Background: an optimization exercise with open tools, aiming at small area, a short achievable clock period and few clock cycles. Do not read the settings as production practice.
In this exercise RTL edits were held to simulation tests only and were not proved equivalent to the original.
Power is estimated from default activity; no workload was simulated.

File: flow/design.v
module Sbox5 (
    input  [3 : 0]  e,
    output [3 : 0]  a,     
    output [3 : 0]  b,
    output [3 : 0]  p
);
localparam [15:0] A00 = 16'hd899, A01 = 16'hdb69, A10 = 16'h36b5, A11 = 16'h99e8;
localparam [15:0] B00 = 16'h3f66, B01 = 16'h24cf, B10 = 16'h3664, B11 = 16'hf9e8;
localparam [15:0] P00 = 16'he7ff, P01 = 16'hffa6, P10 = 16'h00d1, P11 = 16'h6000;
assign a = {A11[e], A10[e], A01[e], A00[e]};
assign b = {B11[e], B10[e], B01[e], B00[e]};
assign p = {P11[e], P10[e], P01[e], P00[e]};
endmodule
module Round (
    input o, A, nAB, oA, oB, oAB,
    output [31 : 0] h_out
);
wire no, nA, noA, noB, noAB;
ZInv i_no  (.i0(o),   .o(no));
ZInv i_nA  (.i0(A),   .o(nA));
ZInv i_noA (.i0(oA),  .o(noA));
ZInv i_noB (.i0(oB),  .o(noB));
ZInv i_noAB(.i0(oAB), .o(noAB));
assign h_out[ 3: 0] = {nAB,  nAB,  nAB,  nAB };
assign h_out[ 7: 4] = {oAB,  oAB,  noAB, noAB};
assign h_out[11: 8] = {noB,  noA,  oB,   oA  };
assign h_out[15:12] = {oB,   A,    noB,  A   };
assign h_out[19:16] = {no,   o,    o,    no  };
assign h_out[23:20] = {no,   1'b1, o,    1'b1};
assign h_out[27:24] = {A,    noB,  A,    oB  };
assign h_out[31:28] = {nA,   oB,   nA,   noB };
endmodule
module LenCheck (
    input  [63 : 0] len,
    output          nz,
    output          nle1,
    output          up_zero
);
wire [31:0] z1;    
wire [7:0]  n2;    
wire [3:0]  z3;    
wire z1x, n2x, z3x;    
genvar i;
generate
    for (i = 0; i < 32; i = i + 1) begin : l1
        ZNor2 g(.i0(len[2*i]), .i1(len[2*i+1]), .o(z1[i]));
    end
    for (i = 0; i < 8; i = i + 1) begin : l2
        ZNand4 g(.i0(z1[4*i]), .i1(z1[4*i+1]), .i2(z1[4*i+2]), .i3(z1[4*i+3]), .o(n2[i]));
    end
    for (i = 0; i < 4; i = i + 1) begin : l3
        ZNor2 g(.i0(n2[2*i]), .i1(n2[2*i+1]), .o(z3[i]));
    end
endgenerate
ZNand4 l4(.i0(z3[0]), .i1(z3[1]), .i2(z3[2]), .i3(z3[3]), .o(nz));
ZInv   x1(.i0(len[1]), .o(z1x));
ZNand4 x2(.i0(z1x), .i1(z1[1]), .i2(z1[2]), .i3(z1[3]), .o(n2x));
ZNor2  x3(.i0(n2x), .i1(n2[1]), .o(z3x));
ZNand4 x4(.i0(z3x), .i1(z3[1]), .i2(z3[2]), .i3(z3[3]), .o(nle1));
assign up_zero = !n2[1] && z3[1] && z3[2] && z3[3];
endmodule
module HashIteration (
    input  [7 : 0] M,
    output         a,
    output         b,
    output         p
);
wire [3:0] av, bv, pv;
Sbox5 sbox(
    .e ({M[5], M[3], M[0], M[6]}),
    .a (av),
    .b (bv),
    .p (pv)
);
wire x = M[7] ^ M[2];
wire y = M[4] ^ M[1];
wire [1:0] an, bn, pn;
ZMux2i a0(.s(y), .i0(av[0]), .i1(av[1]), .o(an[0]));
ZMux2i a1(.s(y), .i0(av[2]), .i1(av[3]), .o(an[1]));
ZMux2i a2(.s(x), .i0(an[0]), .i1(an[1]), .o(a));
ZMux2i b0(.s(y), .i0(bv[0]), .i1(bv[1]), .o(bn[0]));
ZMux2i b1(.s(y), .i0(bv[2]), .i1(bv[3]), .o(bn[1]));
ZMux2i b2(.s(x), .i0(bn[0]), .i1(bn[1]), .o(b));
ZMux2i p0(.s(y), .i0(pv[0]), .i1(pv[1]), .o(pn[0]));
ZMux2i p1(.s(y), .i0(pv[2]), .i1(pv[3]), .o(pn[1]));
ZMux2i p2(.s(x), .i0(pn[0]), .i1(pn[1]), .o(p));
endmodule
module ZNor2 (input i0, input i1, output o);
assign o = ~(i0 | i1);
endmodule
module ZNand4 (input i0, input i1, input i2, input i3, output o);
assign o = ~(i0 & i1 & i2 & i3);
endmodule
module ZInv (input i0, output o);
assign o = ~i0;
endmodule
module FlagZ0 (input nx, input nz, input q, output o);
assign o = nx & (nz | q);
endmodule
module ZMux2i (input s, input i0, input i1, output o);
assign o = ~(s ? i1 : i0);
endmodule
module FlagZ0n (input nx, input nz, input q, output o);
assign o = ~(nx & (nz | q));
endmodule
module FlagZ1n (input nx, input nz, input q, output o);
assign o = ~(nx | ~(nz | q));
endmodule
module lightHashDES(
        input clk,
        input M_valid,
        input rst_n,
        input [7 : 0] M,
        input [63 : 0] input_lenght,
        output reg hash_ready,
        output [31 : 0] digest
    );
reg busy;
reg [7:0] lown;
reg [55:0] upn;
reg [5:0]  phase;
reg        req;    
reg        bor;    
reg        up_zero;
reg        up_acc;
reg o, A, nAB, oA, oB, oAB;
wire a, b, p;
HashIteration main(
    .M(M),
    .a(a),
    .b(b),
    .p(p)
);
Round expand(
    .o(o), .A(A), .nAB(nAB), .oA(oA), .oB(oB), .oAB(oAB),
    .h_out(digest)
);
wire [7:0] low_zero;       
genvar i;
generate
    for (i = 0; i < 8; i = i + 1) begin : bit_
        if (i == 0) begin : first
            assign low_zero[i] = 1'b1;
        end else begin : rest
            assign low_zero[i] = &lown[i-1 : 0];
        end
    end
endgenerate
wire phase0  = phase == 6'd0;
wire phase55 = phase == 6'd55;
wire bor_eff = phase0 ? req : bor;
wire upn_in  = upn[0] ^ bor_eff;   
wire start    = !busy && M_valid;
wire len_nz, len_gt1, len_up_zero;
LenCheck len_check(
    .len(input_lenght),
    .nz(len_nz),
    .nle1(len_gt1),
    .up_zero(len_up_zero)
);
wire at_two   = up_zero && lown == 8'hfd;
wire len_le1;
ZInv le1_inv(.i0(len_gt1), .o(len_le1));
wire busy_x, hr_y;
ZMux2i busy_m(.s(busy), .i0(len_le1), .i1(at_two),  .o(busy_x));
ZMux2i hr_m  (.s(busy), .i0(len_gt1), .i1(!at_two), .o(hr_y));
always @(posedge clk or negedge rst_n) begin
    if (!rst_n) begin
        hash_ready <= 1'b0;
        busy <= 1'b0;
    end else if (M_valid) begin
        hash_ready <= hr_y;
        busy <= busy_x;
    end
end
always @(posedge clk) begin
    lown <= busy ? lown ^ ({8{M_valid}} & low_zero) : ~input_lenght[7:0];
    upn <= busy ? {upn_in, upn[55:1]} : ~input_lenght[63:8];
    phase <= (busy && !phase55) ? phase + 6'd1 : 6'd0;
    up_acc <= busy && !phase55 && (!upn_in || (up_acc && !phase0));
    up_zero <= busy ? (phase55 ? !(!upn_in || up_acc) : up_zero) : len_up_zero;
    req <= busy && ((M_valid && lown == 8'hff) || (req && !phase0));
    bor <= busy && bor_eff && upn[0];
end
localparam [5:0] c = 6'b000100;
wire [5:0] k  = start ? c : {oAB, oB, oA, nAB, A, o};
wire [5:0] kt = k ^ {6{M_valid}};
wire       q  = busy || !M_valid;    
wire [5:0] f    = {p, b, a, p, a, 1'b1};
localparam [5:0] flip = 6'b111000;
wire [5:0] kn, ktn, d;
genvar j;
generate
    for (j = 0; j < 6; j = j + 1) begin : flag
        if (j < 1) begin : plain
            FlagZ0 z(.nx(kt[j]), .nz(len_nz), .q(q), .o(d[j]));
        end else begin : pick
            assign kn[j] = ~k[j];
            if (c[j]) begin : one
                FlagZ1n z1(.nx(kt[j]), .nz(len_nz), .q(q), .o(ktn[j]));
            end else begin : zero
                FlagZ0n z1(.nx(kt[j]), .nz(len_nz), .q(q), .o(ktn[j]));
            end
            if (flip[j]) begin : inv
                ZMux2i m(.s(f[j]), .i0(ktn[j]), .i1(kn[j]), .o(d[j]));
            end else begin : pos
                ZMux2i m(.s(f[j]), .i0(kn[j]), .i1(ktn[j]), .o(d[j]));
            end
        end
    end
endgenerate
always @(posedge clk) begin
    {oAB, oB, oA, nAB, A, o} <= d;
end
endmodule
File: flow/flow/run.sh
#!/bin/bash
set -euo pipefail
bash standard.sh "ADDER_MAP_FILE=" "BUFFER_PORTS_ARGS=-buffer_cell sky130_fd_sc_hd__buf_1" \
  "SYNTH_KEEP_MODULES=Sbox5 ZNor2 ZNand4 ZInv ZMux2i FlagZ0 FlagZ0n FlagZ1n" \
  "CTS_ARGS=-sink_clustering_enable -repair_clock_nets -dont_use_dummy_load" finish > flow.log 2>&1
File: flow/standard.sh
#!/bin/bash
# synth_recipe.tcl (not shown) runs the flow's synth.tcl, then flattens the netlist and writes it again
# the make line also repeats each setting of config.mk as NAME=value (left out here)
make -C /OpenROAD-flow-scripts/flow DESIGN_CONFIG=/design/flow/config.mk WORK_HOME=/design/flow/orfs CLKGATE_MAP_FILE= SYNTH_SCRIPT=/design/flow/synth_recipe.tcl "${@:-finish}"
File: flow/config.mk
export PLATFORM = sky130hd
export DESIGN_NAME = lightHashDES
export DESIGN_NICKNAME = lightHashDES
export VERILOG_FILES = /design/flow/design.v
export SDC_FILE = /design/flow/constraint.sdc
export NUM_CORES = 4
export LEC_CHECK = 0
export CAP_MARGIN = 20
export CORE_MARGIN = 2
export CORE_UTILIZATION = 40
export PLACE_DENSITY = 0.6
export SETUP_SLACK_MARGIN = 2.65
export SLEW_MARGIN = 20
File: flow/constraint.sdc
create_clock -name core_clock -period 4.5 [get_ports {clk}]
set_input_delay 0.9000 -clock core_clock [delete_from_list [all_inputs] [get_ports {clk}]]
set_output_delay 0.9000 -clock core_clock [all_outputs]
set_load 0.01 [all_outputs]
==> results.txt <==
## how the worst max path moves through the flow
stage / depth (start not counted) / start / slack (ns) / endpoint
2_1_floorplan: 7 / M[0] / 2.50 / A
3_3_place_gp: 7 / M[0] / 1.97 / oA
3_5_place_dp: 7 / M[0] / 1.89 / oA
4_1_cts: 2 / oB / 2.65 / digest[11]
5_1_grt: 8 / input_lenght[55] / 2.61 / nAB
6_report: 7 / M[6] / 2.69 / oA
## registers in the layout, indices dropped and copies added (netlist names)
register	count
oA	1
A	1
req	1
hash_ready	1
nAB	1
bor	1
busy	1
upn	56
phase	6
o	1
oB	1
up_acc	1
up_zero	1
oAB	1
lown	8
## report_power, final
group	switching [mW]	internal, mW	leakage (nW)
Combinational	0.263	0.213	1.04
Clock	0.219	0.179	0.0647
Sequential	0.106	0.867	0.698
## modules after synthesis, one instance, submodules excluded
module	area (um^2)	flip-flops and latches	copies in the design
FlagZ0	7.51	0	1
ZNand4	6.26	0	11
ZNor2	3.75	0	37
ZInv	3.75	0	7
lightHashDES	3090	82	1
FlagZ0n	5.00	0	4
ZMux2i	10.0	0	16
Sbox5	290	0	1
FlagZ1n	10.0	0	1
## cells in the final DEF (no fill, tap or decap), drive strengths merged, types with 3 or more instances in the layout
cell	instances
inv	9
nand3	4
and3	3
clkbuf	16
dfxtp	79
nand2b	5
buf	105
nand2	80
xor2	8
o21ai	63
a21oi	22
xnor2	4
nor2	55
a21boi	3
nor3	3
mux2i	26
nand4	12
## area by class of cell
class,instances,area share [%]
Timing Repair Buffer,112,12.5
Sequential cell,82,38.2
Inverter,10,0.940
Multi-Input combinational cell,319,41.8
Clock buffer,9,2.82
Tap cell,129,3.68
## routing by layer
metal | track usage, % | up-vias
li1 | - | 1665
met1 | 21.1 | 1440
met5 | 0 | -
met3 | 3.52 | 10
met2 | 25.1 | 80
met4 | 6.86 | 0
## what timing repair did
item                       in CTS  in global routing
setup buffers                   2                  3
setup endpoints to repair      45                 19
cloned                          0                  1
pin swaps                       2                  6
resized for setup              21                 31
## cell families after synthesis
family	after synthesis	synth area share [%]
muxes	28	7.53
AOI/OAI and AO/OA	101	14.8
xor gates and xnor gates	12	2.96
and+or+nand+nor	176	20.9
buffers and inverters	65	10.1
DFF	82	43.6
other	1	0.0985
==> results.txt <==
- HPWL Detailed: about 5600 um
- Fillers: approximately 940
- Synthesis-to-finish area growth: 15.3%
- Synth cell types: between 50 and 60
- Worst slew pin tran: between 0.5 and 0.6 ns
- Layout Skew: roughly 0.015 ns
- Cell family with most CP delay: multiplexers
- CTS root buf: clkbuf_8
- Initial antenna violation count: 0
- DRC Markers: 0
- Total Power: 1.85 mW
- Routability cong.: roughly 0.84
- CORE AREA: 9240 um^2
- Share of async-settable or async-resettable flops after synthesis: 2.44%
- Area share of the largest cell type after synthesis: between 40% and 50%
- Drt first pass iters: 4
- WP buf/inv: 1
- Fin util: between 40% and 50%
- Post-Syn Instances: 465
- Met1 WL: 3840 um
- Initial Util: between 40% and 50%
- GRT Overall Usage: between 10% and 20%
- RSZ-0062 raised after global routing: true
- Mapped Area: between 3000 and 4000 um^2
- Final TNS setup: 0 ns
- Slowest stage cell on the critical path: mux2_4
- Slew margin rel.: between 60 and 70%
- Die ar.: 10,300 um^2
- Seq cells post-synth: just over 80
- WS Path Type: input port to flop
- Detailed Route WL: ~8000 um
- Final Cell Area: between 4000 and 5000 um^2
- ANT cells: 0
- Number of global-route vias before repair: a little under 3k
- Startpoint Class: input port
- Crit path cell chain: buf_6 -> nand2b_4 -> a21boi_1 -> mux2_4 -> mux2i_1 -> mux2i_2 -> mux2i_1
- WP data required: around 4.7 ns
- Origin of the critical flop-to-flop path: busy
- Port Buffers: ~110
- Clock Path Buffers: 2
- Post-DR wirelength/cell: roughly 12 um
- Post-place instance area: roughly 4000 um^2
- Worst vdd ir: 0.165 mV
- Clock Latency Late Sink: between 0.3 and 0.4 ns
- FP Rows: 35
- Nets@finish: ~610
- Top cells by instance count after synthesis: nand2_1, dfxtp_1, o21ai_0
- CTS Hold Bufs: 0
- Leakage: approximately 1.8 nW
- Hold Crit Class: input port to asynchronous set/reset pin
- Die X: around 100 um
- Ys flop type: dfxtp_1
- Share of cells above drive strength 1: between 10% and 20%
- Post-synth EDFFs: 1
- PwrDens: between 400 and 500 nW/um^2
- CP Max Fanout: 15
- CTS Buf Count: 9
- Flop2flop setup slack: about 2.8 ns
- First-pass GRT wire length: 13,000 um
- Post-Place Setup Slack: 1.89 ns
- Max-cap viol count: 0
- CP arrival: roughly 2.0 ns
- Final Cycle Share: roughly 40%
- Crit-path most repeated cell: mux2i_1
- RR Endpoint: nAB
- Yosys warning count: 1
- Worst Reg2Reg Path Length in Cells: 4
- Cells after DPL: 646
- Register area share after synthesis: a little over two fifths
- Status: complete, no violations
- FF/Latch Area: around 1700 um^2
- Remaining antenna violation count after routing: 0
- Crit end category: flop
- Clk sinks: a little over 80
- Most frequent cell after synthesis: nand2_1
- Post-synthesis area per instance: 8.19 um^2
- I/O pins: approximately 110
- Fin crit period: about 1.8 ns
- Fin cells: between 600 and 700
- Largest net degree at the start of global routing: 67
- Gr ovfl total: 0
- Via count: between 3k and 4k
- WL met2: between 3000 and 4000 um
- Worst Hold Slack: 0.351 ns
- TritonCTS clock tree: yes
- Slowest Stage Delay on Critical Path: ~0.26 ns
- CTS H-tree lvls: 3
- Clk slew on worst S/H paths: around 0.060 ns
- Vias per Instance: between 4 and 5
- Max layer used: met4
- Max Clk Rate: 553 MHz
- Met3 WL: just over 400 um
- Die height: slightly above 100 um
- Worst setup margin: ~2.7 ns
- 1st-iter DRT viols: 89
- Final setup vio count: 0
- Final Max Tran Viols: 0
- Multi-input gate area: roughly 1800 um^2
- Final Hold Fails: 0
- Top post-synthesis cells by area: dfxtp_1, nand2_1, o21ai_0
- Leading area contributor after synthesis: dfxtp_1
Testbench counts, summed over its fixed seeds: cycles 29,177.

==> separate check: timing with driven ports <==
Ports are ideal in the flow. The routed layout listed here was re-timed in OpenROAD. Step 1, drivers: a clkbuf_16 drives clk and a buf_2 each remaining input, both assumed. Step 2 moves the port delays by t, midway between the first and last clock arrival at a register: inputs arrive t later, outputs are due t later. That takes back most of the time a late clock gives input paths. a / b / c = ideal ports / drivers / drivers and shift; a / b = the first two.
t (ns): 0.358
setup slack, ns: 2.692 / 2.620 / 2.262
slew at the worst register clock pin (ns): 0.08 / 0.08
pins driven straight from the clock port: 1
After both steps setup and hold are still met in this run. The setup slack of this run moves by -0.072 ns with the drivers and by -0.430 ns with both steps.
